This design comes from an exercise in tuning for a short achievable clock period and few clock cycles on the open sky130 flow, not from production work.
In this exercise RTL edits were held to simulation tests only and were not proved equivalent to the original.

==> inputs of job 5258 <==
==> flow/design.v (excerpt) <==
module msprocessor(clk,RESET,RUN,MemAddr,MemRData,MemWE,MemWData);
==> module msprocessor, before the edit <==
module msprocessor(clk,RESET,RUN,MemAddr,MemRData,MemWE,MemWData);
input clk, RESET, RUN;
output [7:0] MemAddr;     
input [15:0] MemRData;    
output MemWE;             
output [7:0] MemWData;
wire [15:0] inst;
wire C,Z,N,V;
wire PCWrite,AdrSrc,MemW,IRWrite,RA1Src,RegWrite,R7Write,ALUSrcA,updateFlags;
wire [1:0] RA2Src,RA3Src,WD3Src,ALUSrcB,ResultSrc;
wire [2:0] Shift,ALUControl;
datapath dpt(.CLK(clk),.RST(RESET),.PCWrite(PCWrite&RUN),.AdrSrc(AdrSrc),.MemW(MemW&RUN),.IRWrite(IRWrite&RUN),
				.RA1Src(RA1Src),.RA2Src(RA2Src),.RA3Src(RA3Src),.WD3Src(WD3Src),
					.RegWrite(RegWrite&RUN),.R7Write(R7Write&RUN),.shift(Shift),.ALUSrcA(ALUSrcA),
						.ALUSrcB(ALUSrcB),.ALUControl(ALUControl),.ResultSrc(ResultSrc),.C(C),.Z(Z),
							.N(N),.V(V),.counter(),.alures(),.result(),.shiftd(),
								.mem(),.updateFlags(updateFlags),.ALUB(),.ALUA(),.reg_enb(RUN),.instruction(inst),.rd2(),
									.mem_addr(MemAddr),.mem_rdata(MemRData),.mem_wdata(MemWData),.mem_we(MemWE));
controller cont(.rst(RESET),.clk(clk),.PCWrite(PCWrite),.AdrSrc(AdrSrc),.MemW(MemW),.IRWrite(IRWrite),
				.RA1Src(RA1Src),.RA2Src(RA2Src),.RA3Src(RA3Src),.WD3Src(WD3Src),
					.RegWrite(RegWrite),.R7Write(R7Write),.Shift(Shift),.ALUSrcA(ALUSrcA),
						.ALUSrcB(ALUSrcB),.ALUControl(ALUControl),.ResultSrc(ResultSrc),.updateFlags(updateFlags),.instr(inst),
							.C(C),.Z(Z),.N(N),.V(V),.RUN(RUN));
endmodule
export LEC_CHECK = 0
export CAP_MARGIN = 20
export CORE_MARGIN = 2
export CORE_UTILIZATION = 40
export PLACE_DENSITY = 0.6
export SLEW_MARGIN = 20
create_clock -name core_clock -period 7.5 [get_ports {clk}]
run.sh (not shown) runs the stock make flow with config.mk's settings and CLKGATE_MAP_FILE= SYNTH_SCRIPT=/design/flow/synth_recipe.tcl, a recipe that flattens the netlist after the stock synthesis.
==> inputs of job 9126, as changes to job 5258 <==
--- a/flow/design.v
+++ b/flow/design.v
@@ -722,21 +722,141 @@
 input [15:0] MemRData;    
 output MemWE;             
 output [7:0] MemWData;
-wire [15:0] inst;
-wire C,Z,N,V;
-wire PCWrite,AdrSrc,MemW,IRWrite,RA1Src,RegWrite,R7Write,ALUSrcA,updateFlags;
-wire [1:0] RA2Src,RA3Src,WD3Src,ALUSrcB,ResultSrc;
-wire [2:0] Shift,ALUControl;
-datapath dpt(.CLK(clk),.RST(RESET),.PCWrite(PCWrite&RUN),.AdrSrc(AdrSrc),.MemW(MemW&RUN),.IRWrite(IRWrite&RUN),
-				.RA1Src(RA1Src),.RA2Src(RA2Src),.RA3Src(RA3Src),.WD3Src(WD3Src),
-					.RegWrite(RegWrite&RUN),.R7Write(R7Write&RUN),.shift(Shift),.ALUSrcA(ALUSrcA),
-						.ALUSrcB(ALUSrcB),.ALUControl(ALUControl),.ResultSrc(ResultSrc),.C(C),.Z(Z),
-							.N(N),.V(V),.counter(),.alures(),.result(),.shiftd(),
-								.mem(),.updateFlags(updateFlags),.ALUB(),.ALUA(),.reg_enb(RUN),.instruction(inst),.rd2(),
-									.mem_addr(MemAddr),.mem_rdata(MemRData),.mem_wdata(MemWData),.mem_we(MemWE));
-controller cont(.rst(RESET),.clk(clk),.PCWrite(PCWrite),.AdrSrc(AdrSrc),.MemW(MemW),.IRWrite(IRWrite),
-				.RA1Src(RA1Src),.RA2Src(RA2Src),.RA3Src(RA3Src),.WD3Src(WD3Src),
-					.RegWrite(RegWrite),.R7Write(R7Write),.Shift(Shift),.ALUSrcA(ALUSrcA),
-						.ALUSrcB(ALUSrcB),.ALUControl(ALUControl),.ResultSrc(ResultSrc),.updateFlags(updateFlags),.instr(inst),
-							.C(C),.Z(Z),.N(N),.V(V),.RUN(RUN));
+reg [7:0] A;         
+reg [7:0] pc;        
+reg dmode;           
+reg st;              
+reg ld_we;           
+reg [2:0] ld_rd;     
+reg [7:0] wd;        
+reg halted;
+reg Zf, Cf;
+reg [7:0] R [0:6];   
+reg [7:0] opA;       
+reg [7:0] opB;       
+reg [7:0] opS;       
+reg e_cin;           
+reg e_we;            
+reg [2:0] e_wreg;
+reg e_setf;          
+reg e_arith, e_and, e_or, e_xor, e_rol, e_ror, e_shl, e_asr, e_lsr, e_pass;
+assign MemAddr = A;
+assign MemWData = wd;
+assign MemWE = st & RUN;
+wire [8:0] e_sum = {1'b0, opA} + {1'b0, opB} + {8'b0, e_cin};
+wire [7:0] e_res =
+	  ({8{e_arith}} & e_sum[7:0])
+	| ({8{e_and}} & (opA & opB))
+	| ({8{e_or}}  & (opA | opB))
+	| ({8{e_xor}} & (opA ^ opB))
+	| ({8{e_rol}} & {opS[6:0], opS[7]})
+	| ({8{e_ror}} & {opS[0], opS[7:1]})
+	| ({8{e_shl}} & {opS[6:0], 1'b0})
+	| ({8{e_asr}} & {opS[7], opS[7:1]})
+	| ({8{e_lsr}} & {1'b0, opS[7:1]})
+	| ({8{e_pass}} & opB);
+wire e_zarith = &(~((opA ^ opB) ^ {opA[6:0] | opB[6:0], e_cin}));
+wire e_zlogic = ~|(({8{e_and}} & (opA & opB)) | ({8{e_or}} & (opA | opB)) | ({8{e_xor}} & (opA ^ opB)));
+wire Zn = e_setf ? (e_arith ? e_zarith : e_zlogic) : Zf;
+wire Cn = e_setf ? (e_arith & e_sum[8]) : Cf;
+wire [15:0] I = MemRData;
+wire f_dp   = I[15:14] == 2'b00;
+wire f_mem  = I[15:14] == 2'b01;
+wire f_br   = I[15:14] == 2'b10;
+wire f_halt = I[15:14] == 2'b11;
+wire f_ldr  = f_mem && I[13:12] == 2'b00;
+wire f_ldi  = f_mem && I[13:12] == 2'b01;
+wire f_str  = f_mem && I[13:12] == 2'b10;
+wire [2:0] cond = I[13:11];
+wire f_bl   = f_br && cond == 3'b001;
+wire f_bx   = f_br && cond == 3'b010;
+wire [4:0] op = I[13:9];
+wire f_dpv  = f_dp && op <= 5'd10;
+wire [7:0] pc1 = pc + 8'd1;
+wire [7:0] pc2 = pc + 8'd2;
+wire [2:0] i_n = I[5:3];
+wire [2:0] i_m = I[2:0];
+wire [2:0] i_d = I[8:6];
+wire [2:0] i_x = I[10:8];
+wire [7:0] r_n = (i_n == 3'd7) ? pc2 : (e_we && e_wreg == i_n) ? e_res : R[i_n];
+wire [7:0] r_m = (i_m == 3'd7) ? pc2 : (e_we && e_wreg == i_m) ? e_res : R[i_m];
+wire [7:0] r_d = (i_d == 3'd7) ? pc2 : (e_we && e_wreg == i_d) ? e_res : R[i_d];
+wire [7:0] r_x = (i_x == 3'd7) ? pc2 : (e_we && e_wreg == i_x) ? e_res : R[i_x];
+reg taken;
+always @* begin
+	case (cond)
+		3'b000: taken = 1'b1;
+		3'b001: taken = 1'b1;
+		3'b011: taken = Zn;
+		3'b100: taken = !Zn;
+		3'b101: taken = Cn;
+		3'b110: taken = !Cn;
+		default: taken = 1'b0;
+	endcase
+end
+wire [7:0] target = pc2 + I[7:0];
+wire [7:0] nxt = f_bx ? r_x : (f_br && taken) ? target : pc1;
+wire f_sub = op == 5'd1;
+integer i;
+always @(posedge clk) begin
+	if (RESET) begin
+		A <= 8'h00;
+		pc <= 8'h00;
+		dmode <= 1'b0;
+		st <= 1'b0;
+		halted <= 1'b0;
+		e_we <= 1'b0;
+		e_setf <= 1'b0;
+		Zf <= 1'b0;
+		Cf <= 1'b0;
+		for (i = 0; i < 7; i = i + 1) R[i] <= 8'h00;
+	end else if (RUN) begin
+		if (dmode) begin
+			if (ld_we) R[ld_rd] <= MemRData[7:0];
+			dmode <= 1'b0;
+			st <= 1'b0;
+			A <= pc;
+		end else begin
+			if (e_we) R[e_wreg] <= e_res;
+			if (e_setf) begin
+				Zf <= Zn;
+				Cf <= Cn;
+			end
+			e_we <= 1'b0;
+			e_setf <= 1'b0;
+			if (halted) begin
+			end else if (f_halt) begin
+				halted <= 1'b1;
+			end else if (f_ldr || f_str) begin
+				dmode <= 1'b1;
+				st <= f_str;
+				ld_we <= f_ldr && i_d != 3'd7;
+				ld_rd <= i_d;
+				wd <= r_d;
+				A <= r_n;
+				pc <= pc1;
+			end else begin
+				e_we <= (f_dpv && i_d != 3'd7) || (f_ldi && i_x != 3'd7) || f_bl;
+				e_setf <= f_dp && op <= 5'd4;
+				e_wreg <= f_ldi ? i_x : f_bl ? 3'd6 : i_d;
+				opA <= r_n;
+				opB <= f_ldi ? I[7:0] : f_bl ? pc1 : f_sub ? ~r_m : r_m;
+				opS <= r_d;
+				e_cin <= f_sub;
+				e_arith <= f_dp && (op == 5'd0 || op == 5'd1);
+				e_and <= f_dp && op == 5'd2;
+				e_or  <= f_dp && op == 5'd3;
+				e_xor <= f_dp && op == 5'd4;
+				e_rol <= f_dp && op == 5'd6;
+				e_ror <= f_dp && op == 5'd7;
+				e_shl <= f_dp && op == 5'd8;
+				e_asr <= f_dp && op == 5'd9;
+				e_lsr <= f_dp && op == 5'd10;
+				e_pass <= f_ldi || f_bl;
+				A <= nxt;
+				pc <= nxt;
+			end
+		end
+	end
+end
 endmodule
==> flow_summary_export.csv <==
group,metric,value,unit
run_status,status,"complete, no violations",
die,die-height,161,um
cells_and_area,final_cell_mix,"nor2_1 (108), edfxtp_1 (106), nand2_1 (84)",
die,die_w,161,um
cells_and_area,clockNetworkAreaShare,0.0505,
cells_and_area,n_clock_buffer,21,
Source of the figures above: job 9126

==> flow_summary_export.csv <==
group,metric,value,unit
cells_and_area,clockNetworkAreaShare,0.0532,
run_status,status,"complete, no violations",
die,die_w,155,um
cells_and_area,n_clock_buffer,22,
cells_and_area,final_cell_mix,"nor2_1 (157), nand2_1 (114), a21oi_1 (72)",
power_and_ir_drop,fin_total_pwr,2.19,mW
Source of the figures above: job 5258

Testbench counts of job 5258, summed over its fixed seeds: cycles 44,472.
Testbench counts of job 9126, summed over its fixed seeds: cycles 14,335.

separate check: timing with driven ports:
How much do the figures lean on ideal ports? The routed layouts below were timed once more, with nothing changed but the port constraints.
Step 1 assumes that a clkbuf_16 drives the clock port and a buf_2 every other input.
Step 2 moves the port delays by t, midway between the first and last clock arrival at a register: inputs arrive t later, outputs are due t later. That takes back most of the time a late clock gives input paths.
Three values: ideal, step 1, step 2; two values: the first two.
run	t (ns)	slack for setup (ns)	hold slack, ns
job 5258	0.456	2.111 / 2.111 / 2.111	0.493 / 0.493 / 0.493
job 9126	0.477	3.021 / 3.049 / 2.572	0.480 / 0.480 / 0.480
After both steps setup and hold are still met in every run listed. The setup slack of job 9126, which loses most, moves by +0.028 ns with the drivers and by -0.449 ns with both steps.
